What follows belongs to an exercise in optimizing a design on an open flow for small area, a short achievable clock period and few clock cycles per item; a production flow would make more cautious choices.
The RTL was checked by simulation tests, not by an equivalence proof against the original design.
Power figures rest on the tool's default switching activity, not on a simulated workload.

==> flow/design.v, too long to show whole: its modules and the start of the top module <==
// module mult_fa: 4 lines
// module mult_ha: 4 lines
// module mult_xnor: 3 lines
// module mult_fac: 4 lines
// module mult_ao22: 3 lines
// module mult_bsel: 5 lines
// module mult_bseln: 5 lines
// module mult_benc: 4 lines
// module mult_gpn: 4 lines
// module mult_gn: 3 lines
// module mult_gpi: 4 lines
// module mult_gi: 3 lines
// module mult_and: 3 lines
// module mult_pre: 2479 lines
// module mult_post: 996 lines
// module mult_top: 39 lines
module mult_top (
    input  logic        clock,
    input  logic        reset,
    input  logic        in_valid,
    input  logic [31:0] in_rs1,
    input  logic [31:0] in_rs2,
    input  logic [5:0]  in_dest,
    input  logic [3:0]  in_bm,
    input  logic [2:0]  in_func,
    output logic        fu_free,
    input  logic [3:0]  b_mm_resolve,
    input  logic        b_mm_mispred,
    input  logic        cdb_gnt,
    output logic        out_valid,
    output logic [31:0] out_result,
    output logic [5:0]  out_dest
);
  // ...
==> flow/flow/run.sh <==
#!/bin/bash
# The standard layout (standard.sh) with two changes to how it is made:
# the input and output ports get plain buf_2 buffers (buffer_ports would
# otherwise pick a delay cell), and clock-tree synthesis inserts no dummy
# loads.  The full make output goes to standard.log in the work folder.
set -euo pipefail
export BUFFER_PORTS_ARGS="-buffer_cell sky130_fd_sc_hd__buf_2"
export CTS_ARGS="-sink_clustering_enable -repair_clock_nets -dont_use_dummy_load -buf_list {sky130_fd_sc_hd__clkbuf_4 sky130_fd_sc_hd__clkbuf_8}"
bash standard.sh > standard.log 2>&1
==> flow/standard.sh <==
#!/bin/bash
# synth_recipe.tcl (not shown) runs the flow's synth.tcl, then flattens the netlist and writes it again
# the make line also repeats each setting of config.mk as NAME=value (left out here)
make -C /OpenROAD-flow-scripts/flow DESIGN_CONFIG=/design/flow/config.mk WORK_HOME=/design/flow/orfs CLKGATE_MAP_FILE= SYNTH_SCRIPT=/design/flow/synth_recipe.tcl "${@:-finish}"
==> flow/config.mk <==
export PLATFORM = sky130hd
export DESIGN_NAME = mult_top
export DESIGN_NICKNAME = mult_top
export VERILOG_FILES = /design/flow/design.v
export SDC_FILE = /design/flow/constraint.sdc
export NUM_CORES = 4
export LEC_CHECK = 0
export CAP_MARGIN = 20
export CORE_MARGIN = 2
export CORE_UTILIZATION = 50
export CTS_BUF_LIST = sky130_fd_sc_hd__clkbuf_4 sky130_fd_sc_hd__clkbuf_8
export PLACE_DENSITY = 0.65
export SETUP_SLACK_MARGIN = 1.5
export SLEW_MARGIN = 20
export SYNTH_HIERARCHICAL = 1
export SYNTH_MINIMUM_KEEP_SIZE = 0
export TNS_END_PERCENT = 0
==> flow/constraint.sdc <==
create_clock -name core_clock -period 6.5 [get_ports {clock}]
set_input_delay 1.3000 -clock core_clock [delete_from_list [all_inputs] [get_ports {clock}]]
set_output_delay 1.3000 -clock core_clock [all_outputs]
set_load 0.01 [all_outputs]
==> results.json, run 1 <==
{
  "vias": 23321,
  "power_mw": 21.0,
  "startpoint_type": "input pin",
  "p_leak_nw": 13.2,
  "yosys.area_share.adder": 0.378,
  "drt_iter0_drc": 2899,
  "nClkBuffers": 17,
  "antenna_found_initial": 5,
  "wl_met2_mm": 48.3,
  "max_stage_delay_ns": 0.52,
  "hold_start": "bm_q[3]",
  "final_antenna_net_count": 0,
  "yosys_most_used_dff": "edfxtp_1",
  "setup_viol": 0,
  "crit_arrival_ns": 5.35,
  "n_antenna_cell": 1,
  "hpwl_mm": 72.6,
  "cts_resized": 106,
  "multi_input_area_share": 0.773,
  "synth_edf_count": 131,
  "taps": 756,
  "numPortBuffers": 124,
  "yosys.area_share.xor_xnor": 0.196,
  "fill_cells": 4680,
  "cp_num_buf_inv": 2,
  "layout_common_cells": "558 x xor2_1, 544 x a22o_1, 436 x fa_1",
  "seq_power_share": 0.121,
  "status": "complete, no violations",
  "critPathRequiredTime_ns": 6.68,
  "grt_use_met2": 0.567,
  "grt_pass1_vias": 24957,
  "path_class": "in -> reg"
}
Testbench counts, summed over its fixed seeds: cycles 6,414, items 4,800.
==> inputs of run 2 (changes only) <==
--- a/flow/config.mk
+++ b/flow/config.mk
@@ -14,4 +14,3 @@
 export SLEW_MARGIN = 20
 export SYNTH_HIERARCHICAL = 1
 export SYNTH_MINIMUM_KEEP_SIZE = 0
-export TNS_END_PERCENT = 0
==> run 2 against run 1 <==
Still clean on timing, DRC and antenna. Core utilization increased by 1.1 points. Clock skew increased by 0.0053 ns. Synthesized area unchanged. Maximum frequency is 1.4% higher. Power is 2.4% higher. First-iteration DRC count down 4.8%. Flip-flop and latch count unchanged. Critical endpoint is now out_result[16]. Largest power group unchanged.
==> results.json, run 2 <==
{
  "ys_async_sr_fraction": 0,
  "setup_tns_ns": 0,
  "report.final.slew_viol_count": 0,
  "wl_per_cell_microns": 30.5,
  "yosys_most_used_dff": "edfxtp_1",
  "syn2layout_area_growth_pct": 17.8,
  "clkTransAtPathRegs_ns": 0.08,
  "crit_arrival_ns": 3.79,
  "drv_cap": 0,
  "synthTopCellsByCount": "580 x xor2_1, 544 x a22o_1, 476 x fa_1",
  "power_density_mw_per_mm2": 645,
  "die_w_microns": 242,
  "synth-seq-area-share": 0.143,
  "cp_cell_sequence": "ha_1, fa_2, ha_4, a21oi_4, buf_6, o21ai_4, a21oi_4, o21ai_4, a21oi_2, o21ai_2, buf_4, xor2_1, nand2_1, o21ai_0, buf_2",
  "numPortBuffers": 124,
  "min_period_ns": 5.09,
  "grt_first_pass_wirelength_mm": 157,
  "clock_skew_ns": 0.0243,
  "cp_top_family": "adder cells",
  "tightestPinTransition_ns": 1.09,
  "vdd_ir_drop_max_v": 0.000451,
  "wl_mm": 106,
  "clock_latency_ns": 0.48,
  "final_antenna_net_count": 0,
  "fp-row-count": 87,
  "max_freq_mhz": 196,
  "grt.overflow.total": 0,
  "grt_pass1_vias": 24983,
  "cp_num_buf_inv": 3,
  "crit_path_end_kind": "primary output",
  "largest-register": "t_q",
  "drc_errors": 0,
  "synthCells": 2411,
  "vias": 23367,
  "period_share": 0.783,
  "reg2reg_depth": 3,
  "layout_commonest_cell": "xor2_1",
  "crit_fanout": 3,
  "synth.most_common_cell": "xor2_1",
  "place.gp.congestion": 0.975,
  "start_util": 0.503,
  "wl_met3_mm": 11.5,
  "place_inst": 3410,
  "setup_ws_ns": 1.41,
  "hold_depth": 2,
  "ctsRootBufferMaster": "clkbuf_8",
  "startpoint_type": "flop",
  "wl_met1_mm": 41.1,
  "fill_cells": 4618,
  "status": "complete, no violations",
  "syn_area_per_cell_sq_um": 11.7,
  "die_y_microns": 242,
  "drive_gt1_frac": 0.241,
  "cts_buffer_depth": 2,
  "hpwl_mm": 73.4,
  "slew_headroom": 0.271,
  "dr.pass1.iters": 5,
  "synth_area_leaders": "fa_1 34%, xor2_1 18%, a22o_1 17%",
  "grt_util_all_layers": 0.358,
  "top_layer": "met5",
  "wl_met2_mm": 48.2,
  "cts-htree-levels": 4,
  "yosysWarnings": 39,
  "clock-sinks": 136,
  "die-area_sq_mm": 0.0584,
  "antenna_found_initial": 4,
  "finalNonFillerCells": 3488,
  "min_path_type": "reg -> reg",
  "cp_num_cells": 15,
  "cts_tree": "done",
  "p_leak_nw": 13.5,
  "coreArea_sq_mm": 0.0561,
  "critPathRequiredTime_ns": 5.20,
  "grt_max_degree": 76,
  "vias_per_cell": 6.70,
  "nNetsFinal": 3387,
  "ys_ff_latch": 136,
  "yosysUniqueCellTypes": 40,
  "syn_area_sq_mm": 0.0282,
  "setup_viol": 0,
  "reg2reg_slack_ns": 4.24,
  "synth_edf_count": 131,
  "yosysTopAreaCellShare": 0.338,
  "largest_reg_flops": 124,
  "yosysTopAreaCell": "fa_1",
  "drt_iter0_drc": 2760,
  "layout_common_cells": "556 x xor2_1, 544 x a22o_1, 422 x fa_1",
  "ios": 126,
  "cts-buffers-inserted": 17,
  "path_class": "reg -> out",
  "finalHoldViolCount": 0,
  "detailedPlace.worstSlack_ns": 0.699,
  "reg_top3": "t_q x124, out_dest x6, bm_q x4",
  "slowest_stage": "fa_2",
  "rsz0062_at_grt": "yes",
  "max_stage_delay_ns": 0.57
}
-- run 2: cell counts after synthesis --
No cell type changed its count.
-- run 2: layout make-up --
class | instances | area [sq um] | share of cell area
clock buffer | 17 | 234 | 0.00704
multi-input combinational | 2241 | 25400 | 0.764
antenna | 1 | 2.50 | 0.0000753
sequential | 136 | 4030 | 0.121
tap | 756 | 946 | 0.0284
timing repair buffer | 288 | 2430 | 0.0732
inverter | 49 | 189 | 0.00568
-- run 2: where the power goes --
group	internal, mW	switching (mW)
logic	7.66	10.8
registers	2.32	0.204
clock network	0.229	0.285
-- run 2: through the flow --
stage / cell area (sq um) / power, mW / utilization / hold slack, ns
floorplan: 28900 / 12.9 / - / 0.459
global placement: 31400 / 18.9 / 0.560 / 0.475
detailed placement: 31400 / 19.2 / 0.560 / 0.476
CTS: 32700 / 20.8 / 0.583 / 0.490
global route: 33200 / 22.9 / 0.593 / 0.505
finish: 33200 / 21.5 / 0.593 / 0.488
-- run 2: what timing repair did --
action / in CTS / in global routing
buffers inserted: 33 / 20
gates cloned: 4 / 3
gates resized for setup: 123 / 65
pin swaps: 49 / 27
hold buffers: 0 / 0
endpoints found under the setup margin: 76 / 78
-- run 2: modules after synthesis, one instance, submodules excluded, excerpt --
module	flip-flops and latches	times used
mult_gpn	0	62
mult_top	136	1
mult_fa	0	476
mult_gn	0	36
mult_pre	0	1
mult_and	0	32
-- run 2: kinds of logic (layout without fill, tap and decap cells) --
logic type,count (synthesis),in the layout,share of synthesized area
AO/OA/AOI/OAI,761,763,0.233
XOR/XNOR,630,632,0.196
adder cells (fa/ha/maj),568,568,0.378
buffers and inverters,56,354,0.00758
flip-flops,136,136,0.143
multiplexers,2,2,0.000798
other,1,20,0.000133
AND/OR/NAND/NOR,257,257,0.0421
-- run 2: worst register-to-register path, cell delays in order (launching register included) --
cell	delay (ns)
dfxtp_1	0.31
and2b_1	0.22
inv_6	0.43
buf_4	0.80
-- run 2: worst paths after layout --
| kind | startpoint | endpoint |
|---|---|---|
| max reg2reg | v_q | t_q[90] |
| min | bm_q[0] | bm_q[0] |
| max | t_q[58] | out_result[16] |
| min reg2reg | bm_q[0] | bm_q[0] |
-- run 2: layer usage --
metal,up-vias,GRT usage
met3,371,0.0800
met5,-,0
li1,9400,-
met4,2,0.181
met1,11909,0.474
met2,1685,0.556
==> inputs of run 3 (changes only) <==
--- a/flow/config.mk
+++ b/flow/config.mk
@@ -14,3 +14,4 @@
 export SLEW_MARGIN = 20
 export SYNTH_HIERARCHICAL = 1
 export SYNTH_MINIMUM_KEEP_SIZE = 0
+export TNS_END_PERCENT = 30
==> run 3 against run 2 <==
Still clean on timing, DRC and antenna. Cell count up 0.49%. Worst setup slack improved by 0.033 ns. Non-clock buffer count is 18 higher. Maximum frequency is 0.66% higher. Via count rose by 0.41%. Critical path type unchanged.
==> results.json, run 3 <==
{
  "setup_ws_ns": 1.44,
  "min_period_ns": 5.06,
  "wl_mm": 109,
  "worstReg2RegStart": "v_q",
  "vias_per_cell": 6.69,
  "clkTransAtPathRegs_ns": 0.07,
  "grt_first_pass_wirelength_mm": 158,
  "yosys_most_used_dff": "edfxtp_1",
  "final_antenna_net_count": 0,
  "vias": 23462,
  "critPathRequiredTime_ns": 5.20,
  "rsz0062_at_grt": "yes",
  "status": "complete, no violations",
  "grt.overflow.total": 0,
  "synth-seq-area-share": 0.143,
  "wl_per_cell_microns": 31.2,
  "syn_area_sq_mm": 0.0282,
  "drv_cap": 0,
  "seqCellArea_sq_mm": 0.00403,
  "grt_max_degree": 69,
  "numPortBuffers": 124,
  "synth.most_common_cell": "xor2_1",
  "ios": 126,
  "vdd_ir_drop_max_v": 0.000428,
  "hold_start": "bm_q[3]",
  "rr_endpoint": "t_q[28]",
  "fp-row-count": 87,
  "finalHoldViolCount": 0,
  "largest_reg_flops": 124,
  "fill_cells": 4605,
  "drt_iter0_drc": 2799,
  "ctsRootBufferMaster": "clkbuf_8",
  "hold_depth": 2,
  "synth_area_leaders": "fa_1 34%, xor2_1 18%, a22o_1 17%",
  "die_w_microns": 242,
  "syn_area_per_cell_sq_um": 11.7,
  "layout_common_cells": "550 x xor2_1, 544 x a22o_1, 419 x fa_1",
  "setup_tns_ns": 0,
  "multiInputGateArea_sq_mm": 0.0254,
  "slew_headroom": 0.285,
  "yosysTopAreaCellShare": 0.338,
  "setup_viol": 0,
  "drive_gt1_frac": 0.251,
  "power_mw": 21.5,
  "synthCells": 2411,
  "grt_pass1_vias": 24669,
  "period_share": 0.778,
  "synthTopCellsByCount": "580 x xor2_1, 544 x a22o_1, 476 x fa_1",
  "yosysWarnings": 39,
  "cts_tree": "done",
  "hpwl_mm": 74.5,
  "report.final.slew_viol_count": 0,
  "place.gp.congestion": 0.966,
  "coreArea_sq_mm": 0.0561,
  "die_y_microns": 242,
  "crit_arrival_ns": 3.76,
  "p_leak_nw": 13.6,
  "nNetsFinal": 3404,
  "power_density_mw_per_mm2": 644,
  "reg2reg_depth": 3,
  "startpoint_type": "flop",
  "ys_async_sr_fraction": 0,
  "antenna_found_initial": 3,
  "cts_buffer_depth": 2,
  "layout_commonest_cell": "xor2_1",
  "crit_path_end_kind": "primary output",
  "syn2layout_area_growth_pct": 18.6,
  "detailedPlace.worstSlack_ns": 0.659,
  "max_freq_mhz": 198,
  "clock_skew_ns": 0.0191,
  "path_class": "reg -> out",
  "largest-register": "t_q",
  "synth_edf_count": 131,
  "reg2reg_slack_ns": 4.55,
  "grt_util_all_layers": 0.364,
  "drc_errors": 0,
  "cts-buffers-inserted": 17,
  "crit_fanout": 3,
  "tightestPinTransition_ns": 1.07,
  "start_util": 0.503,
  "min_path_type": "reg -> reg",
  "cts-htree-levels": 4,
  "yosysTopAreaCell": "fa_1",
  "reg_top3": "t_q x124, out_dest x6, bm_q x4",
  "yosysUniqueCellTypes": 40,
  "dr.pass1.iters": 5,
  "ys_ff_latch": 136,
  "clock_latency_ns": 0.46,
  "die-area_sq_mm": 0.0584,
  "min_to": "bm_q[3]",
  "clock-sinks": 136
}
run 3: cell counts after synthesis:
No cell type changed its count.
run 3: critical path: stages (launching register included):
cell and delay, ns:
edfxtp_1 0.37, ha_1 0.32, fa_1 0.49, ha_4 0.31, nand2_4 0.08, nor2_4 0.17, nand2_1 0.18, nor2_2 0.16
nand2_1 0.10, o21ai_4 0.21, a21oi_2 0.10, xnor2_2 0.28, nor2_1 0.10, a21oi_2 0.25, buf_2 0.18
run 3: layout make-up:
cell class              count  area share
multi-input cells        2240       0.760
flip-flops and latches    136       0.121
repair buffers            306      0.0787
well taps                 756      0.0283
clock buffers              17     0.00699
inverters                  49     0.00565
diodes                      1   0.0000748
run 3: repair_timing:
| item | CTS | global route |
|---|---|---|
| buffers inserted | 36 | 27 |
| gates resized for setup | 104 | 88 |
| gates cloned | 6 | 5 |
| hold buffers | 0 | 0 |
| pin swaps | 45 | 40 |
| endpoints found under the setup margin | 84 | 72 |
run 3: through the flow:
| stage | utilization | hold slack [ns] | cells | cell area (sq um) |
|---|---|---|---|---|
| global placement | 0.560 | 0.477 | 3413 | 31400 |
| finish | 0.597 | 0.495 | 3505 | 33500 |
| floorplan | - | 0.459 | 2429 | 28900 |
| CTS | 0.583 | 0.498 | 3472 | 32700 |
| global route | 0.597 | 0.514 | 3504 | 33500 |
| detailed placement | 0.560 | 0.487 | 3413 | 31400 |
run 3: worst max path at each step:
stage	from	end	slack [ns]	cells past startpoint
final	t_q[65]	out_result[19]	1.44	14
after global routing	t_q[58]	out_result[29]	1.35	16
after CTS	t_q[65]	out_result[19]	1.43	14
after detailed placement	in_rs2[9]	t_q[41]	0.66	11
after global placement	in_rs2[9]	t_q[41]	0.71	11
after floorplan	in_rs2[2]	t_q[53]	1.41	10
run 3: kinds of logic (layout without fill, tap and decap cells):
family | count (synthesis) | after routing | share of synthesized area
xor gates and xnor gates | 630 | 632 | 0.196
adders and majority gates | 568 | 568 | 0.378
and+or+nand+nor | 257 | 257 | 0.0421
AOI/OAI and AO/OA | 761 | 762 | 0.233
buffers and inverters | 56 | 372 | 0.00758
muxes | 2 | 2 | 0.000798
DFF | 136 | 136 | 0.143
other | 1 | 20 | 0.000133
run 3: layer usage:
layer,share of wire,vias up,GRT usage
met3,0.11,394,0.0840
met4,0.054,6,0.173
met1,0.38,11900,0.481
li1,-,9417,-
met5,0.0013,-,0
met2,0.45,1745,0.569
run 3: where the power goes:
group	total, mW	internal (mW)	switching [mW]
registers	2.52	2.32	0.205
logic	18.5	7.72	10.8
clock network	0.520	0.229	0.290
run 3: per-module statistics from Yosys, one instance, submodules excluded, excerpt:
module     flip-flops and latches  cells  area, sq um
mult_bsel                       0      1         8.76
mult_xnor                       0      1         8.76
mult_gi                         0      1         5.00
mult_and                        0      1         6.26
mult_ao22                       0      1         8.76
mult_benc                       0      4         31.3
mult_top                      136    157         4170
mult_gpn                        0      2         12.5
mult_pre                        0      4         25.0
mult_fa                         0      1         20.0
mult_ha                         0      1         12.5
mult_fac                        0      1         6.26
mult_gn                         0      1         8.76
mult_post                       0    253         1840
==> inputs of run 4 (changes only) <==
--- a/flow/config.mk
+++ b/flow/config.mk
@@ -9,9 +9,9 @@
 export CORE_MARGIN = 2
 export CORE_UTILIZATION = 50
 export CTS_BUF_LIST = sky130_fd_sc_hd__clkbuf_4 sky130_fd_sc_hd__clkbuf_8
-export PLACE_DENSITY = 0.65
+export PLACE_DENSITY = 0.75
 export SETUP_SLACK_MARGIN = 1.5
 export SLEW_MARGIN = 20
 export SYNTH_HIERARCHICAL = 1
 export SYNTH_MINIMUM_KEEP_SIZE = 0
-export TNS_END_PERCENT = 30
+export TNS_END_PERCENT = 0
==> run 4 against run 3 <==
Count of clock-buffer cells in the layout stayed put. Core utilization down 1.3 points. First-iteration DRC count down 0.57%. Global-route usage down 1.4 points. Sequential share of layout area is 0.27 points higher. Via count grew 0.65%. Highest routed layer unchanged. Critical path type is now in -> reg.
==> results.json, run 4 <==
{
  "final_antenna_net_count": 0,
  "fill_cells": 4653,
  "report.final.slew_viol_count": 0,
  "grt_use_met1": 0.444,
  "p_leak_nw": 13.2,
  "synthCells": 2411,
  "switching_share": 0.525,
  "ys_async_sr_fraction": 0,
  "synth.most_common_cell": "xor2_1",
  "tightestPinTransition_ns": 1.11,
  "die_y_microns": 242,
  "grt_first_pass_wirelength_mm": 154,
  "synth_edf_count": 131,
  "drv_cap": 0,
  "slew_headroom": 0.258,
  "vdd_ir_drop_max_v": 0.000449,
  "rr_endpoint": "t_q[37]",
  "crit_path_end_kind": "flop",
  "cts-buffers-inserted": 17,
  "yosysTopAreaCell": "fa_1",
  "coreArea_sq_mm": 0.0561,
  "grt_util_met3": 0.0954,
  "synthTopCellsByCount": "580 x xor2_1, 544 x a22o_1, 476 x fa_1",
  "startpoint_type": "input pin",
  "cts-htree-levels": 4,
  "drc_errors": 0,
  "min_period_ns": 5.17,
  "pwr-share-clk": 0.024,
  "reg_top3": "t_q x124, out_dest x6, bm_q x4",
  "drt_iter0_drc": 2783,
  "yosysTopAreaCellShare": 0.338,
  "syn2layout_area_growth_pct": 15.9,
  "ctsRootBufferMaster": "clkbuf_8",
  "status": "complete, no violations",
  "grt_use_met2": 0.542,
  "multiInputGateArea_sq_mm": 0.0254,
  "synth_area_leaders": "fa_1 34%, xor2_1 18%, a22o_1 17%",
  "yosys_most_used_dff": "edfxtp_1",
  "die_w_microns": 242,
  "power_mw": 21.5,
  "dr.pass1.iters": 7,
  "crit_fanout": 11,
  "path_class": "in -> reg",
  "hold_start": "bm_q[3]",
  "clock_skew_ns": 0.0268,
  "grt_util_all_layers": 0.350,
  "power_density_mw_per_mm2": 659,
  "worstReg2RegStart": "v_q",
  "wl_mm": 103,
  "min_path_type": "reg -> reg",
  "clkTransAtPathRegs_ns": 0.07,
  "grt_max_degree": 76,
  "max_freq_mhz": 194,
  "vias_per_cell": 6.82,
  "setup_viol": 0,
  "vias": 23614,
  "die-area_sq_mm": 0.0584,
  "crit_arrival_ns": 5.35,
  "rsz0062_at_grt": "yes",
  "clock_latency_ns": 0.48,
  "power_frac_comb": 0.859,
  "p_sw_mw": 11.3,
  "largest_reg_flops": 124,
  "syn_area_per_cell_sq_um": 11.7,
  "seqCellArea_sq_mm": 0.00403,
  "layout_common_cells": "556 x xor2_1, 544 x a22o_1, 435 x fa_1",
  "clock-sinks": 136,
  "synth-seq-area-share": 0.143,
  "reg2reg_depth": 3,
  "min_to": "bm_q[3]",
  "largest-register": "t_q",
  "cts_hold_buf": 0,
  "yosysUniqueCellTypes": 40,
  "grt_busiest_layer": "met2",
  "final_cell_area_sq_mm": 0.0327,
  "drive_gt1_frac": 0.228,
  "cts_tree": "done",
  "yosysWarnings": 39,
  "numPortBuffers": 124,
  "nNetsFinal": 3364,
  "placed_area_sq_mm": 0.0311,
  "grt_pass1_vias": 25078,
  "syn_area_sq_mm": 0.0282,
  "period_share": 0.795,
  "critPathRequiredTime_ns": 6.68,
  "wl_per_cell_microns": 29.8,
  "cts_buffer_depth": 2,
  "hpwl_mm": 70.5,
  "setup_tns_ns": 0,
  "grt.overflow.total": 0,
  "finalHoldViolCount": 0,
  "ios": 126,
  "antenna_found_initial": 7,
  "intPower_mw": 10.2,
  "start_util": 0.503,
  "seq_power_share": 0.117,
  "reg2reg_slack_ns": 4.19,
  "place.gp.congestion": 0.985,
  "ys_ff_latch": 136,
  "hold_depth": 2,
  "fp-row-count": 87,
  "layout_commonest_cell": "xor2_1"
}
run 4: logic make-up (layout without fill, tap and decap cells):
group | Yosys count | after routing | synth area share
buf+inv | 56 | 331 | 0.00758
fa+ha+maj | 568 | 568 | 0.378
mux | 2 | 2 | 0.000798
other cells | 1 | 20 | 0.000133
xor+xnor | 630 | 632 | 0.196
simple gates | 257 | 257 | 0.0421
flops | 136 | 136 | 0.143
compound gates | 761 | 763 | 0.233
run 4: area by class of cell:
class                   count  area share
well taps                 756      0.0289
diodes                      1   0.0000765
flip-flops and latches    136       0.123
multi-input cells        2241       0.775
clock buffers              17     0.00715
inverters                  49     0.00577
repair buffers            265      0.0597
run 4: power groups by stage:
stage / Clock, mW / Combinational [mW] / Sequential (mW)
2_1_floorplan: 0 / 10.4 / 2.46
6_report: 0.516 / 18.5 / 2.52
3_3_place_gp: 0 / 16.2 / 2.53
4_1_cts: 0.539 / 17.7 / 2.53
5_1_grt: 0.566 / 19.9 / 2.57
3_5_place_dp: 0 / 16.5 / 2.54
run 4: routing by layer:
layer / share of wire / vias to the layer above
li1: - / 9344
met1: 0.37 / 11850
met2: 0.45 / 1914
met3: 0.11 / 500
met4: 0.062 / 6
met5: 0.00034 / -
run 4: timing repair:
| action | in CTS | in global routing |
|---|---|---|
| setup buffers | 47 | 4 |
| resized for setup | 117 | 47 |
| cloned | 4 | 0 |
| pin swaps | 44 | 15 |
| endpoints found under the setup margin | 81 | 70 |
run 4: how the worst max path moves through the flow:
stage,from,endpoint,slack (ns)
after floorplan,in_rs2[18],t_q[77],1.40
after global placement,in_rs2[15],t_q[51],0.79
after detailed placement,in_rs2[15],t_q[51],0.71
after CTS,t_q[66],out_result[27],1.45
after global routing,t_q[58],out_result[9],1.36
final,in_rs2[13],t_q[77],1.33
run 4: per-stage QoR:
stage	instances	worst slack [ns]	hold slack (ns)	utilization
6_report	3465	1.33	0.487	0.584
3_5_place_dp	3392	0.711	0.480	0.555
2_1_floorplan	2429	1.40	0.459	-
3_3_place_gp	3392	0.789	0.473	0.555
5_1_grt	3465	1.36	0.523	0.584
4_1_cts	3460	1.45	0.491	0.579
run 4: per-module statistics from Yosys, one instance, submodules excluded, excerpt:
module	copies in the design	cell area, sq um	flip-flops and latches	cells inside
mult_gn	36	8.76	0	1
mult_xnor	32	8.76	0	1
mult_top	1	4170	136	157
mult_gpn	62	12.5	0	2
mult_ha	34	12.5	0	1
mult_pre	1	25.0	0	4
mult_gi	13	5.00	0	1
mult_ao22	544	8.76	0	1
mult_benc	16	31.3	0	4
mult_gpi	49	12.5	0	2
mult_bsel	528	8.76	0	1
mult_fac	16	6.26	0	1
mult_fa	476	20.0	0	1
mult_post	1	1840	0	253
mult_and	32	6.26	0	1
run 4: worst max-delay path, stage by stage:
cell and delay, ns:
buf_4 0.30, xor2_4 0.59, buf_4 0.25, a22o_1 0.17, xor2_1 0.20, fa_1 0.49, fa_1 0.48, fa_1 0.58
fa_1 0.44, fa_1 0.54
==> inputs of run 5 (changes only) <==
--- a/flow/config.mk
+++ b/flow/config.mk
@@ -9,8 +9,8 @@
 export CORE_MARGIN = 2
 export CORE_UTILIZATION = 50
 export CTS_BUF_LIST = sky130_fd_sc_hd__clkbuf_4 sky130_fd_sc_hd__clkbuf_8
-export PLACE_DENSITY = 0.75
-export SETUP_SLACK_MARGIN = 1.5
+export PLACE_DENSITY = 0.65
+export SETUP_SLACK_MARGIN = 1.8
 export SLEW_MARGIN = 20
 export SYNTH_HIERARCHICAL = 1
 export SYNTH_MINIMUM_KEEP_SIZE = 0
==> run 5 against run 4 <==
Sequential share of layout area about the same. Wire length is 2.6% higher. Clock skew is 0.0078 ns lower. Largest power group unchanged. Clock power about the same. Critical endpoint unchanged.
==> results.json, run 5 <==
{
  "status": "complete, no violations",
  "cp_cell_sequence": "buf_2, nand2_1, o22ai_4, buf_12, a22o_1, xor2_1, fa_1, fa_2, fa_2, fa_2, fa_1, fa_1",
  "tightestPinTransition_ns": 1.13,
  "startpoint_type": "input pin",
  "fill_cells": 4680,
  "cts-htree-levels": 4,
  "power_density_mw_per_mm2": 642,
  "numPortBuffers": 124,
  "cts_tree": "done",
  "place_inst": 3394,
  "grt_first_pass_wirelength_mm": 158,
  "ctsRootBufferMaster": "clkbuf_8",
  "vias_per_cell": 6.74,
  "final_antenna_net_count": 0,
  "wl_per_cell_microns": 30.6,
  "clock_latency_ns": 0.46,
  "synth_area_leaders": "fa_1 34%, xor2_1 18%, a22o_1 17%",
  "synth.most_common_cell": "xor2_1",
  "ys_ff_latch": 136,
  "crit_end": "t_q[77]",
  "grt.overflow.total": 0,
  "slew_headroom": 0.247,
  "setup_tns_ns": 0,
  "start_util": 0.503,
  "fp-row-count": 87,
  "synthCells": 2411,
  "report.final.slew_viol_count": 0,
  "yosys_most_used_dff": "edfxtp_1",
  "layout_common_cells": "558 x xor2_1, 544 x a22o_1, 436 x fa_1",
  "vdd_ir_drop_max_v": 0.000442,
  "finalHoldViolCount": 0,
  "yosysUniqueCellTypes": 40,
  "crit_path_end_kind": "flop",
  "path_class": "in -> reg",
  "die_w_microns": 242,
  "min_period_ns": 5.16,
  "synth-seq-area-share": 0.143,
  "cts-buffers-inserted": 17,
  "grt_util_all_layers": 0.361,
  "reg2reg_depth": 3,
  "syn2layout_area_growth_pct": 15.6,
  "p_leak_nw": 13.2,
  "worstReg2RegStart": "v_q",
  "clock_skew_ns": 0.0190,
  "grt_max_degree": 74,
  "critPathRequiredTime_ns": 6.68,
  "largest-register": "t_q",
  "rsz0062_at_grt": "yes",
  "drv_cap": 0,
  "drc_errors": 0,
  "drive_gt1_frac": 0.222,
  "coreArea_sq_mm": 0.0561,
  "nNetsFinal": 3360,
  "fin_util": 0.582,
  "place.gp.congestion": 0.987,
  "slowest_stage": "fa_1",
  "crit_fanout": 8,
  "layout_commonest_cell": "xor2_1",
  "crit_arrival_ns": 5.35,
  "period_share": 0.795,
  "clock-sinks": 136,
  "die_y_microns": 242,
  "yosysTopAreaCellShare": 0.338,
  "hpwl_mm": 72.6,
  "dr.pass1.iters": 6,
  "synthTopCellsByCount": "580 x xor2_1, 544 x a22o_1, 476 x fa_1",
  "cts_buffer_depth": 2,
  "yosysTopAreaCell": "fa_1",
  "setup.worst_path.start": "in_rs2[9]",
  "clkTransAtPathRegs_ns": 0.07,
  "largest_reg_flops": 124,
  "max_stage_delay_ns": 0.52,
  "rr_endpoint": "t_q[30]",
  "synth_edf_count": 131,
  "syn_area_per_cell_sq_um": 11.7,
  "die-area_sq_mm": 0.0584,
  "wl_mm": 106,
  "max_freq_mhz": 194,
  "drt_iter0_drc": 2899,
  "setup_viol": 0,
  "min_path_type": "reg -> reg",
  "syn_area_sq_mm": 0.0282,
  "ys_async_sr_fraction": 0,
  "vias": 23321,
  "reg_top3": "t_q x124, out_dest x6, bm_q x4",
  "antenna_found_initial": 5,
  "ios": 126,
  "grt_pass1_vias": 24957,
  "yosysWarnings": 39,
  "finalNonFillerCells": 3461,
  "reg2reg_slack_ns": 4.20
}
run 5: cell types whose count changed in the layout (fill, tap and decap cells not counted), moves of 3 or more:
cell / change
a21oi_1: +3
buf_12: +7
buf_4: -13
ha_1: +3
ha_4: -3
nand2_1: +6
nand2_4: -4
nor2_2: +5
nor2_4: -5
o21ai_1: -3
o21ai_2: +5
run 5: cell families after synthesis:
group / count (synthesis) / share of synthesized area
AOI/OAI and AO/OA: 761 / 0.233
xor gates and xnor gates: 630 / 0.196
adders and majority gates: 568 / 0.378
buffers and inverters: 56 / 0.00758
DFF: 136 / 0.143
muxes: 2 / 0.000798
other: 1 / 0.000133
and+or+nand+nor: 257 / 0.0421
run 5: layer usage:
layer / global-route usage / part of all wire
met1: 0.470 / 0.38
met2: 0.567 / 0.46
met3: 0.0910 / 0.11
met4: 0.166 / 0.048
met5: 0 / 0.00033
run 5: worst min-delay path by stage:
stage                     startpoint      end  slack, ns  cells past startpoint
after CTS                    bm_q[1]  bm_q[1]       0.51                      2
after global routing         bm_q[0]  bm_q[0]       0.51                      2
after detailed placement     bm_q[1]  bm_q[1]       0.49                      2
after floorplan              bm_q[3]  bm_q[3]       0.46                      2
after global placement       bm_q[3]  bm_q[3]       0.48                      2
final                        bm_q[3]  bm_q[3]       0.50                      2
run 5: report_power, final:
part,switching (mW),leakage [nW],internal (mW)
sequential,0.207,1.40,2.32
combinational,10.5,11.6,7.42
clock,0.284,0.122,0.229
total,11.0,13.2,9.97
run 5: critical path: cells and delay by family:
kind            cells  cell delay (ns)
xor+xnor            1             0.22
buf+inv             2             0.49
compound gates      2             0.40
simple gates        1             0.31
fa+ha+maj           6             2.61
run 5: final cells by class:
cell class	instances	area (sq um)	area share
sequential	136	4030	0.124
clock buffer	17	234	0.00717
antenna	1	2.50	0.0000767
inverter	49	189	0.00579
tap	756	946	0.0290
multi-input combinational	2241	25200	0.773
timing repair buffer	261	2010	0.0617
run 5: stage by stage:
step	hold slack (ns)	power, mW	area (sq um)	setup WS, ns
floorplan	0.459	12.8	28800	1.40
global placement	0.476	18.7	31100	0.751
detailed placement	0.490	19.0	31100	0.663
CTS	0.509	20.5	32400	1.46
global route	0.514	22.5	32600	1.35
finish	0.500	21.0	32600	1.34
run 5: repair_timing:
| action | in CTS | in global routing |
|---|---|---|
| pin swaps | 38 | 8 |
| resized for setup | 106 | 36 |
| endpoints found under the setup margin | 110 | 108 |
| hold buffers | 0 | 0 |
| setup buffers | 41 | 4 |
| cloned | 4 | 0 |
run 5: Yosys stat by module, one instance, submodules excluded, a selection:
module     cells  flops+latches  cell area, sq um  times used
mult_fa        1              0              20.0         476
mult_bsel      1              0              8.76         528
mult_gpn       2              0              12.5          62
mult_benc      4              0              31.3          16
mult_fac       1              0              6.26          16
mult_ao22      1              0              8.76         544
mult_gpi       2              0              12.5          49
mult_top     157            136              4170           1
mult_gn        1              0              8.76          36
mult_xnor      1              0              8.76          32
mult_post    253              0              1840           1
mult_and       1              0              6.26          32
mult_pre       4              0              25.0           1
mult_ha        1              0              12.5          34
==> inputs of run 6 (changes only) <==
==> flow/config.mk (replaced) <==
export PLATFORM = sky130hd
export DESIGN_NAME = mult_top
export DESIGN_NICKNAME = mult_top
export VERILOG_FILES = /design/flow/design.v
export SDC_FILE = /design/flow/constraint.sdc
export NUM_CORES = 4
export LEC_CHECK = 0
export CAP_MARGIN = 0
export CORE_MARGIN = 2
export CORE_UTILIZATION = 50
export CTS_BUF_LIST = sky130_fd_sc_hd__clkbuf_4 sky130_fd_sc_hd__clkbuf_8
export PLACE_DENSITY = 0.65
export SETUP_SLACK_MARGIN = 1.5
export SLEW_MARGIN = 0
export SYNTH_HIERARCHICAL = 1
export SYNTH_MINIMUM_KEEP_SIZE = 0
export TNS_END_PERCENT = 0
==> run 6 against run 5 <==
Count of clock-buffer cells in the layout is the same. Critical path type unchanged. Highest routed layer unchanged. Critical endpoint unchanged. Hold slack is the same. Non-clock buffer count is the same. Cell count is the same. Global-route usage is the same. Largest power group unchanged. Still clean.
==> results.json, run 6 <==
{
  "vias_per_cell": 6.74,
  "grt.overflow.total": 0,
  "yosysUniqueCellTypes": 40,
  "grt_max_degree": 74,
  "syn_area_per_cell_sq_um": 11.7,
  "vias": 23321,
  "drc_errors": 0,
  "crit_path_end_kind": "flop",
  "min_to": "bm_q[3]",
  "cts-htree-levels": 4,
  "fill_cells": 4680,
  "p_leak_nw": 13.2,
  "reg2reg_depth": 3,
  "crit_fanout": 8,
  "synthTopCellsByCount": "580 x xor2_1, 544 x a22o_1, 476 x fa_1",
  "status": "complete, no violations",
  "drt_iter0_drc": 2899,
  "max_freq_mhz": 194,
  "layout_common_cells": "558 x xor2_1, 544 x a22o_1, 436 x fa_1",
  "yosysTopAreaCellShare": 0.338,
  "reg_top3": "t_q x124, out_dest x6, bm_q x4",
  "syn2layout_area_growth_pct": 15.6,
  "vdd_ir_drop_max_v": 0.000442,
  "clkTransAtPathRegs_ns": 0.07,
  "setup_tns_ns": 0,
  "rsz0062_at_grt": "yes",
  "cts_hold_buf": 0,
  "hold_start": "bm_q[3]",
  "yosys_most_used_dff": "edfxtp_1",
  "place.gp.congestion": 0.987,
  "clock_latency_ns": 0.46,
  "critPathRequiredTime_ns": 6.68,
  "layout_commonest_cell": "xor2_1",
  "synth_area_leaders": "fa_1 34%, xor2_1 18%, a22o_1 17%",
  "cts-buffers-inserted": 17,
  "synth-seq-area-share": 0.143,
  "ctsRootBufferMaster": "clkbuf_8",
  "cts_tree": "done",
  "min_period_ns": 5.16,
  "ys_ff_latch": 136,
  "worstReg2RegStart": "v_q",
  "finalHoldViolCount": 0,
  "synth_edf_count": 131,
  "period_share": 0.795,
  "hold_depth": 2,
  "clock_skew_ns": 0.0190,
  "power_density_mw_per_mm2": 642,
  "grt_pass1_vias": 24957,
  "place_inst": 3394,
  "final_antenna_net_count": 0,
  "clock-sinks": 136,
  "drv_cap": 0,
  "setup_viol": 0,
  "numPortBuffers": 124,
  "path_class": "in -> reg",
  "seqCellArea_sq_mm": 0.00403,
  "multiInputGateArea_sq_mm": 0.0252,
  "tightestPinTransition_ns": 1.13,
  "yosysWarnings": 39,
  "die_y_microns": 242,
  "finalNonFillerCells": 3461,
  "synthCells": 2411,
  "ios": 126,
  "largest_reg_flops": 124,
  "synth.most_common_cell": "xor2_1",
  "startpoint_type": "input pin",
  "start_util": 0.503,
  "grt_first_pass_wirelength_mm": 158,
  "wl_mm": 106,
  "die_w_microns": 242,
  "cts_buffer_depth": 2,
  "drive_gt1_frac": 0.222,
  "fp-row-count": 87,
  "syn_area_sq_mm": 0.0282,
  "nNetsFinal": 3360,
  "wl_per_cell_microns": 30.6,
  "grt_util_all_layers": 0.361,
  "dr.pass1.iters": 6,
  "coreArea_sq_mm": 0.0561,
  "rr_endpoint": "t_q[30]",
  "setup.worst_path.start": "in_rs2[9]",
  "reg2reg_slack_ns": 4.20,
  "die-area_sq_mm": 0.0584,
  "report.final.slew_viol_count": 0,
  "largest-register": "t_q",
  "yosysTopAreaCell": "fa_1",
  "ys_async_sr_fraction": 0,
  "crit_arrival_ns": 5.35,
  "antenna_found_initial": 5,
  "slew_headroom": 0.247,
  "hpwl_mm": 72.6,
  "min_path_type": "reg -> reg"
}
-- run 6: cell counts after synthesis --
No cell type changed its count.
-- run 6: per-stage QoR --
step                       util  worst slack [ns]  area [sq um]  total power [mW]  hold WS [ns]
after floorplan               -              1.40         28800              12.8         0.459
after global placement    0.555             0.751         31100              18.7         0.476
after detailed placement  0.555             0.663         31100              19.0         0.490
after CTS                 0.579              1.46         32400              20.5         0.509
after global routing      0.582              1.35         32600              22.5         0.514
final                     0.582              1.34         32600              21.0         0.500
-- run 6: repair_timing --
item	4_1_cts	5_1_grt
buffers inserted	41	4
setup endpoints to repair	87	74
gates resized for setup	106	36
hold endpoints to repair	0	0
pin swaps	38	8
cloned	4	0
-- run 6: how the worst max path moves through the flow --
stage / endpoint / depth (start not counted)
after floorplan: t_q[77] / 10
after global placement: t_q[64] / 11
after detailed placement: t_q[64] / 11
after CTS: out_result[31] / 16
after global routing: out_result[21] / 15
final: t_q[77] / 12
-- run 6: layout make-up --
type,instances,area share
sequential,136,0.124
timing repair buffer,261,0.0617
tap,756,0.0290
multi-input combinational,2241,0.773
clock buffer,17,0.00717
inverter,49,0.00579
antenna,1,0.0000767
-- run 6: metal layers --
layer  global-route usage  vias up  wire (microns)
met5                    0        -              35
met4                0.166        6            5120
met3               0.0910      369           11900
met2                0.567     1741           48300
met1                0.470    11868           40500
li1                     -     9337               -
-- run 6: power by group --
group / internal, mW / switching (mW) / leakage (nW) / total, mW
clock: 0.229 / 0.284 / 0.122 / 0.513
combinational: 7.42 / 10.5 / 11.6 / 17.9
sequential: 2.32 / 0.207 / 1.40 / 2.53
total: 9.97 / 11.0 / 13.2 / 21.0
-- run 6: critical path, cell delays in order --
cell     delay [ns]
buf_2          0.31
nand2_1        0.31
o22ai_4        0.23
buf_12         0.18
a22o_1         0.17
xor2_1         0.22
fa_1           0.51
fa_2           0.39
fa_2           0.35
fa_2           0.34
fa_1           0.52
fa_1           0.50
-- run 6: per-module statistics from Yosys (local to each module, per instance), excerpt --
module,cells inside,cell area [sq um],flops+latches
mult_top,157,4170,136
mult_ao22,1,8.76,0
mult_post,253,1840,0
mult_ha,1,12.5,0
mult_gpi,2,12.5,0
mult_gn,1,8.76,0
mult_xnor,1,8.76,0
mult_and,1,6.26,0
mult_fa,1,20.0,0
mult_bsel,1,8.76,0
mult_gi,1,5.00,0
mult_benc,4,31.3,0
mult_pre,4,25.0,0
mult_gpn,2,12.5,0
mult_fac,1,6.26,0
-- run 6: logic make-up (layout without fill, tap and decap cells) --
group | count (synthesis) | in the layout | synth area share
AOI/OAI and AO/OA | 761 | 763 | 0.233
xor gates and xnor gates | 630 | 632 | 0.196
adders and majority gates | 568 | 568 | 0.378
buffers and inverters | 56 | 327 | 0.00758
DFF | 136 | 136 | 0.143
muxes | 2 | 2 | 0.000798
other | 1 | 20 | 0.000133
and+or+nand+nor | 257 | 257 | 0.0421
==> inputs of run 7 (changes only) <==
==> flow/flow/run.sh (replaced) <==
#!/bin/bash
# The standard layout (standard.sh) with two changes to how it is made:
# the input and output ports get plain buf_4 buffers (buffer_ports would
# otherwise pick a delay cell), and clock-tree synthesis inserts no dummy
# loads.  The full make output goes to standard.log in the work folder.
set -euo pipefail
export BUFFER_PORTS_ARGS="-buffer_cell sky130_fd_sc_hd__buf_4"
export CTS_ARGS="-sink_clustering_enable -repair_clock_nets -dont_use_dummy_load -buf_list {sky130_fd_sc_hd__clkbuf_4 sky130_fd_sc_hd__clkbuf_8}"
bash standard.sh > standard.log 2>&1
==> flow/config.mk (replaced) <==
export PLATFORM = sky130hd
export DESIGN_NAME = mult_top
export DESIGN_NICKNAME = mult_top
export VERILOG_FILES = /design/flow/design.v
export SDC_FILE = /design/flow/constraint.sdc
export NUM_CORES = 4
export LEC_CHECK = 0
export CAP_MARGIN = 20
export CORE_MARGIN = 2
export CORE_UTILIZATION = 50
export CTS_BUF_LIST = sky130_fd_sc_hd__clkbuf_4 sky130_fd_sc_hd__clkbuf_8
export PLACE_DENSITY = 0.65
export SETUP_SLACK_MARGIN = 1.5
export SLEW_MARGIN = 20
export SYNTH_HIERARCHICAL = 1
export SYNTH_MINIMUM_KEEP_SIZE = 0
==> run 7 against run 6 <==
Still clean on timing, DRC and antenna. Synthesized area unchanged. First-iteration DRC count down 2.7%. Critical path depth up 2. Count of clock-buffer cells in the layout unchanged. Clock power about the same.
==> results.json, run 7 <==
{
  "die_y_microns": 242,
  "rr_endpoint": "t_q[88]",
  "numPortBuffers": 124,
  "drive_gt1_frac": 0.241,
  "vias_per_cell": 6.73,
  "syn_area_per_cell_sq_um": 11.7,
  "setup_tns_ns": 0,
  "reg2reg_slack_ns": 4.25,
  "reg_top3": "t_q x124, out_dest x6, bm_q x4",
  "ys_async_sr_fraction": 0,
  "min_to": "bm_q[0]",
  "power_mw": 22.0,
  "clock_latency_ns": 0.48,
  "dr.pass1.iters": 6,
  "max_freq_mhz": 198,
  "fp-row-count": 87,
  "crit_arrival_ns": 3.74,
  "place.gp.congestion": 0.973,
  "yosysUniqueCellTypes": 40,
  "largest_reg_flops": 124,
  "vias": 23398,
  "startpoint_type": "flop",
  "cts-htree-levels": 4,
  "cts_hold_buf": 0,
  "wl_per_cell_microns": 30.8,
  "drt_iter0_drc": 2821,
  "crit_fanout": 3,
  "setup_viol": 0,
  "p_leak_nw": 13.5,
  "path_class": "reg -> out",
  "yosys_most_used_dff": "edfxtp_1",
  "power_density_mw_per_mm2": 654,
  "clock_skew_ns": 0.0258,
  "ios": 126,
  "die_w_microns": 242,
  "drv_cap": 0,
  "syn2layout_area_growth_pct": 19.2,
  "grt_pass1_vias": 24747,
  "reg2reg_depth": 3,
  "clkTransAtPathRegs_ns": 0.08,
  "yosysWarnings": 39,
  "start_util": 0.503,
  "vdd_ir_drop_max_v": 0.000434,
  "die-area_sq_mm": 0.0584,
  "layout_commonest_cell": "xor2_1",
  "final_antenna_net_count": 0,
  "ys_ff_latch": 136,
  "synthTopCellsByCount": "580 x xor2_1, 544 x a22o_1, 476 x fa_1",
  "coreArea_sq_mm": 0.0561,
  "worstReg2RegStart": "v_q",
  "synth.most_common_cell": "xor2_1",
  "clock-sinks": 136,
  "grt_max_degree": 75,
  "nNetsFinal": 3374,
  "fin_util": 0.600,
  "min_period_ns": 5.04,
  "syn_area_sq_mm": 0.0282,
  "ctsRootBufferMaster": "clkbuf_8",
  "hold_start": "bm_q[0]",
  "synth_edf_count": 131,
  "grt_first_pass_wirelength_mm": 156,
  "status": "complete, no violations",
  "critPathRequiredTime_ns": 5.20,
  "hold_depth": 2,
  "grt.overflow.total": 0,
  "grt_util_all_layers": 0.359,
  "period_share": 0.776,
  "yosysTopAreaCell": "fa_1",
  "drc_errors": 0,
  "synthCells": 2411,
  "tightestPinTransition_ns": 1.05,
  "min_path_type": "reg -> reg",
  "antenna_found_initial": 2,
  "yosysTopAreaCellShare": 0.338,
  "layout_common_cells": "552 x xor2_1, 544 x a22o_1, 419 x fa_1",
  "cts_buffer_depth": 2,
  "wl_mm": 107,
  "finalHoldViolCount": 0,
  "largest-register": "t_q",
  "crit_path_end_kind": "primary output",
  "report.final.slew_viol_count": 0,
  "synth_area_leaders": "fa_1 34%, xor2_1 18%, a22o_1 17%",
  "hpwl_mm": 72.0,
  "rsz0062_at_grt": "yes",
  "cts_tree": "done",
  "fill_cells": 4641,
  "cts-buffers-inserted": 17,
  "slew_headroom": 0.301,
  "synth-seq-area-share": 0.143
}
-- run 7: cell counts after synthesis --
No cell type changed its count.
-- run 7: power by group --
part / total (mW) / switching (mW) / internal [mW]
Sequential: 2.51 / 0.194 / 2.32
Clock: 0.510 / 0.281 / 0.229
Combinational: 19.0 / 11.0 / 7.98
Total: 22.0 / 11.5 / 10.5
-- run 7: critical path, stage by stage, from the launching register on --
cell and delay, ns:
edfxtp_1 0.43, ha_4 0.30, fa_2 0.46, ha_4 0.31, nand2_4 0.08, nor2_4 0.22
nand2_2 0.13, nor2_2 0.20, nand2_1 0.09, o21ai_2 0.19, a21oi_2 0.10, xnor2_2 0.27
nor2_1 0.09, a21oi_2 0.22, buf_4 0.17
-- run 7: Yosys stat by module (local to each module, per instance), excerpt --
module	times used	flip-flops and latches	cell area [sq um]
mult_ao22	544	0	8.76
mult_fa	476	0	20.0
mult_gi	13	0	5.00
mult_pre	1	0	25.0
mult_ha	34	0	12.5
mult_post	1	0	1840
mult_gn	36	0	8.76
mult_fac	16	0	6.26
mult_bsel	528	0	8.76
mult_gpi	49	0	12.5
mult_benc	16	0	31.3
mult_gpn	62	0	12.5
mult_and	32	0	6.26
mult_top	1	136	4170
-- run 7: cell type report --
cell class	count	area, sq um	share of cell area
timing repair buffer	274	2670	0.0793
clock buffer	17	234	0.00696
sequential	136	4030	0.120
antenna	1	2.50	0.0000744
inverter	49	189	0.00562
tap	756	946	0.0281
multi-input combinational	2242	25600	0.760
-- run 7: metrics by stage --
stage	hold WS (ns)	area [sq um]	worst slack, ns	std cells
3_3_place_gp	0.476	31400	0.623	3375
5_1_grt	0.520	33600	1.32	3474
4_1_cts	0.498	32800	1.39	3446
2_1_floorplan	0.459	28900	1.41	2429
3_5_place_dp	0.484	31400	0.578	3375
6_report	0.489	33600	1.46	3475
-- run 7: metal layers --
layer | vias up | GRT usage | wire, microns
li1 | 9369 | - | -
met1 | 11905 | 0.463 | 40600
met2 | 1704 | 0.551 | 48400
met3 | 418 | 0.0976 | 11700
met4 | 2 | 0.194 | 6260
met5 | - | 0 | 13
-- run 7: logic make-up (layout without fill, tap and decap cells) --
| kind of cell | after synthesis | in the layout | synth area share |
|---|---|---|---|
| compound gates | 761 | 764 | 0.233 |
| xor+xnor | 630 | 632 | 0.196 |
| flops | 136 | 136 | 0.143 |
| other cells | 1 | 20 | 0.000133 |
| mux | 2 | 2 | 0.000798 |
| simple gates | 257 | 257 | 0.0421 |
| fa+ha+maj | 568 | 568 | 0.378 |
| buf+inv | 56 | 340 | 0.00758 |
-- run 7: worst max-delay path by stage --
stage | start | end | slack (ns) | cells past startpoint
after global placement | in_rs2[7] | t_q[41] | 0.62 | 11
after global routing | t_q[20] | out_result[31] | 1.32 | 15
after CTS | t_q[59] | out_result[25] | 1.39 | 16
after floorplan | in_rs1[31] | t_q[106] | 1.41 | 9
final | t_q[54] | out_result[17] | 1.46 | 14
after detailed placement | in_rs2[17] | t_q[72] | 0.58 | 12
-- run 7: what timing repair did --
action,4_1_cts,5_1_grt
pin swaps,41,47
gates resized for setup,108,109
buffers inserted,47,26
cloned,7,2
setup endpoints to repair,95,66

separate check: timing with driven ports:
The results above use ideal ports. As a check the final layouts listed here were re-extracted and re-timed, cells and wires unchanged. Step 1 assumes that a clkbuf_16 drives the clock port and a buf_2 every other input. Step 2 times the ports against the registers' clock, not the clock port: input delays grow and output delays shrink by t, the midpoint of the rising clock arrivals with the driver on. Slacks: ideal / step 1 / step 2; pairs: ideal / step 1.
run	shift t [ns]	slack for setup (ns)	worst hold slack (ns)
run 1	0.505	1.335 / 1.250 / 0.745	0.500 / 0.500 / 0.500
run 2	0.516	1.408 / 1.361 / 0.890	0.488 / 0.488 / 0.488
run 3	0.508	1.442 / 1.393 / 0.906	0.495 / 0.495 / 0.495
run 4	0.514	1.334 / 1.358 / 0.844	0.487 / 0.487 / 0.487
run 5	0.505	1.335 / 1.250 / 0.745	0.500 / 0.500 / 0.500
run 6	0.505	1.335 / 1.250 / 0.745	0.500 / 0.500 / 0.500
run 7	0.520	1.458 / 1.409 / 0.944	0.489 / 0.489 / 0.489
After both steps every run listed still meets setup and hold.
